From an optimization exercise on the open Yosys and OpenROAD flow, aimed at small area; shortcuts taken in it are not production practice. The RTL was checked by simulation tests, not by an equivalence proof against the original design. Power is estimated from default activity; no workload was simulated.

// VendMachine
module VendMachine(
    input wire clk, rst, btnU, btnL, btnR, btnD, btnC,
    input wire [3:1] sw,
    output reg [3:0] an,
    output reg [0:7] seg,
    output wire [15:0] led
    );
clock: 20.0 ns
lec_check: 0
abc_area: 1
cap_margin: 20
core_margin: 2
core_utilization: 40
slew_margin: 20
standard.sh (not shown) runs the stock make flow with config.mk's settings and CLKGATE_MAP_FILE= SYNTH_SCRIPT=/design/flow/synth_recipe.tcl, a recipe that flattens the netlist after the stock synthesis.
==> flow/flow/run.sh <==
#!/bin/bash
# Standard ORFS layout (the standard.sh) with:
#  - synthesis: the standard flow's script, ABC area mapping with flow/area.script,
#    no adder-cell extraction;
#  - yosys/abc buffers removed at floorplan;
#  - port buffers of the smallest buffer cell.
set -euo pipefail
W=$(pwd)
export FLOW_SYNTH_TCL=$W/synth_recipe.tcl
export MY_ABC=$W/flow/area.script
bash standard.sh finish SYNTH_SCRIPT=$W/flow/synth_wrap.tcl ADDER_MAP_FILE= REMOVE_ABC_BUFFERS=1 \
  'BUFFER_PORTS_ARGS=-buffer_cell sky130_fd_sc_hd__buf_1' > make_finish.log 2>&1
==> flow/flow/area.script <==
strash
dch -f
map -a
mfs2
strash
dch -f
map -a
mfs2
strash
dch -f
map -a
mfs2
strash
dch -f
map -a
mfs2
strash
dch -f
map -a
mfs2
strash
dch -f
amap
topo
dnsize -c
==> flow/flow/synth_wrap.tcl <==
# Runs the standard flow's synthesis script unchanged, except that the ABC area script
# used for technology mapping is replaced by flow/area.script (several rounds
# of choice-based area mapping with don't-care resubstitution). Only the
# combinational mapping changes; registers come out as in the standard run.
proc abc {args} {
  set i [lsearch -exact $args -script]
  if {$i >= 0 && [string match *abc_area* [lindex $args [expr {$i + 1}]]]} {
    lset args [expr {$i + 1}] $::env(MY_ABC)
  }
  yosys abc {*}$args
}
source $::env(FLOW_SYNTH_TCL)
Rerun with:
==> flow/flow/area.script (replaced) <==
strash
dch -f
amap
mfs2 -a -e -L 50 -W 6 -M 1000
strash
dch -f
amap
mfs2 -a -e -L 50 -W 6 -M 1000
strash
dch -f
amap
mfs2 -a -e -L 50 -W 6 -M 1000
strash
dch -f
amap
mfs2 -a -e -L 50 -W 6 -M 1000
strash
dch -f
amap
mfs2 -a -e -L 50 -W 6 -M 1000
strash
dch -f
amap
topo
dnsize -c
CTS_BUF_LIST = sky130_fd_sc_hd__clkbuf_2 sky130_fd_sc_hd__clkbuf_4 sky130_fd_sc_hd__clkbuf_8   (was default)
Outcome:
- The new run ran to the end with no violations
- combinational power decreases by about 34%
- synthesized cell count fell by 2.5%
- worst setup slack gets better by 360 ps
- core utilization went up by 0.52 points
- count of clock-buffer cells in the layout drops by 2
- worst hold slack got worse by 7.4 ps
- routed wire length shrinks by about 2.7%
- via count fell by about 2.2%
Rerun with:
==> flow/flow/run.sh (replaced) <==
#!/bin/bash
# Standard ORFS layout without adder-cell extraction, with yosys/abc buffers
# removed at floorplan; port buffers use the smallest buffer cell.
set -euo pipefail
bash standard.sh finish ADDER_MAP_FILE= REMOVE_ABC_BUFFERS=1 'BUFFER_PORTS_ARGS=-buffer_cell sky130_fd_sc_hd__buf_1' > make_finish.log 2>&1
ABC_AREA = default   (was 1)
CTS_BUF_LIST = default   (was sky130_fd_sc_hd__clkbuf_2 sky130_fd_sc_hd__clkbuf_4 sky130_fd_sc_hd__clkbuf_8)
removed: flow/flow/area.script
removed: flow/flow/synth_wrap.tcl
What happened: The changed run finished with timing, DRC and antenna clean; power went up by roughly a tenth; synthesized area goes up by well over a third; count of clock-buffer cells in the layout is unchanged; setup slack improved by 400 ps; design area climbs by a quarter to a third.
Rerun with:
ABC_AREA = 1   (was default)
After rerunning: First-iteration DRC count decreases by a little under a tenth; via count decreases by roughly a tenth; cell count increases by a few percent; worst setup slack gets better by 750 ps; maximum frequency increases by roughly a tenth; cell area decreases by a little under a tenth; die area decreases by roughly a tenth; clock power increases by a little under a tenth; power increases by a few percent; global-route usage barely changes; register-to-register slack gets better by 980 ps.

* * *

Starting RTL as in the previous note.
clock: 20.0 ns
lec_check: 0
cap_margin: 20
core_margin: 2
core_utilization: 40
slew_margin: 20
==> flow/flow/run.sh <==
#!/bin/bash
# Standard ORFS layout; port buffers use the smallest buffer cell.
set -euo pipefail
bash standard.sh finish 'BUFFER_PORTS_ARGS=-buffer_cell sky130_fd_sc_hd__buf_1' > make_finish.log 2>&1
The first run passed the timing, design-rule and antenna checks.
Edit:
==> flow/flow/run.sh (replaced) <==
#!/bin/bash
# Standard ORFS layout (the standard.sh) with:
#  - synthesis: the standard flow's script, ABC area mapping with flow/area.script,
#    no adder-cell extraction;
#  - yosys/abc buffers removed at floorplan;
#  - port buffers of the smallest buffer cell.
set -euo pipefail
W=$(pwd)
export FLOW_SYNTH_TCL=$W/synth_recipe.tcl
export MY_ABC=$W/flow/area.script
bash standard.sh finish SYNTH_SCRIPT=$W/flow/synth_wrap.tcl ADDER_MAP_FILE= REMOVE_ABC_BUFFERS=1 \
  'BUFFER_PORTS_ARGS=-buffer_cell sky130_fd_sc_hd__buf_1' > make_finish.log 2>&1
==> flow/flow/area.script (new file) <==
strash
dch -f
amap
mfs2 -a -e -L 50 -W 6 -M 1000
strash
dch -f
amap
mfs2 -a -e -L 50 -W 6 -M 1000
strash
dch -f
amap
mfs2 -a -e -L 50 -W 6 -M 1000
strash
dch -f
amap
mfs2 -a -e -L 50 -W 6 -M 1000
strash
dch -f
amap
mfs2 -a -e -L 50 -W 6 -M 1000
strash
dch -f
amap
topo
dnsize -c
==> flow/flow/synth_wrap.tcl (new file) <==
# Runs the standard flow's synthesis script unchanged, except that the ABC area script
# used for technology mapping is replaced by flow/area.script (several rounds
# of choice-based area mapping with don't-care resubstitution). Only the
# combinational mapping changes; registers come out as in the standard run.
proc abc {args} {
  set i [lsearch -exact $args -script]
  if {$i >= 0 && [string match *abc_area* [lindex $args [expr {$i + 1}]]]} {
    lset args [expr {$i + 1}] $::env(MY_ABC)
  }
  yosys abc {*}$args
}
source $::env(FLOW_SYNTH_TCL)
Settings changed: ABC_AREA set to 1.
What happened: The changed run completed without violations; core utilization went up by 3.2 points; combinational power went down by 35%; clock power went up by 9.7%; global-route usage went down by 0.12 points; setup slack gets worse by 0.37 ns; final cell count went down by 18%.
Edit:
==> flow/flow/area.script (replaced) <==
strash
dch -f
map -a
mfs2
strash
dch -f
map -a
mfs2
strash
dch -f
map -a
topo
dnsize -c
=> First-iteration DRC count went up by 26%. Final cell count went up by 12%. Final area went up by 5.4%. Worst setup slack is worse by 0.082 ns. Combinational power went up by 45%.
Edit:
==> flow/run.sh (new file) <==
#!/bin/bash
# synth_recipe.tcl (not shown) runs the flow's synth.tcl, then flattens the netlist and writes it again
# the make line also repeats each setting of config.mk as NAME=value (left out here)
make -C /OpenROAD-flow-scripts/flow DESIGN_CONFIG=/design/flow/config.mk WORK_HOME=/design/flow/orfs CLKGATE_MAP_FILE= SYNTH_SCRIPT=/design/flow/synth_recipe.tcl finish
Settings changed: ABC_AREA 1 to not set.
removed: flow/flow/run.sh
removed: flow/flow/area.script
removed: flow/flow/synth_wrap.tcl
removed: flow/standard.sh
The new run produced a clean layout.
Global-route usage increases by 0.89 points.
Final area increases by 41%.
Die area increases by about 34%.

-- static timing again, ports no longer ideal --
The results above use ideal ports. As a check the final layouts listed here were re-extracted and re-timed, cells and wires unchanged.
Step 1 sets driving cells, clkbuf_16 on the clock port and buf_2 on the other inputs (assumed; they add their load-dependent delay and slew).
Step 2 adds t to the input delays and takes it off the output delays; t is the mean of the earliest and latest rising clock arrival at the registers after step 1. Input paths then give back, and output paths get back, about the clock's delay inside the block.
a / b / c = no drivers / after step 1 / after step 2; a / b = the first two.
| run | t (ns) | setup WS [ns] | pins driven straight from the clock port |
|---|---|---|---|
| the first run of note 1 | 0.315 | 11.414 / 11.387 / 11.701 | 1 |
| the second run of note 1 | 0.320 | 11.777 / 11.753 / 12.072 | 1 |
| the third run of note 1 | 0.326 | 12.175 / 12.146 / 12.472 | 1 |
| the fourth run of note 1 | 0.325 | 12.922 / 12.895 / 13.219 | 1 |
| the first run of note 2 | 0.317 | 12.147 / 12.120 / 12.437 | 1 |
| the second run of note 2 | 0.320 | 11.777 / 11.753 / 12.072 | 1 |
| the third run of note 2 | 0.318 | 11.695 / 11.668 / 11.986 | 1 |
| the fourth run of note 2 | 0.323 | 11.738 / 11.709 / 12.031 | 1 |
After both steps setup and hold are still met in every run listed.
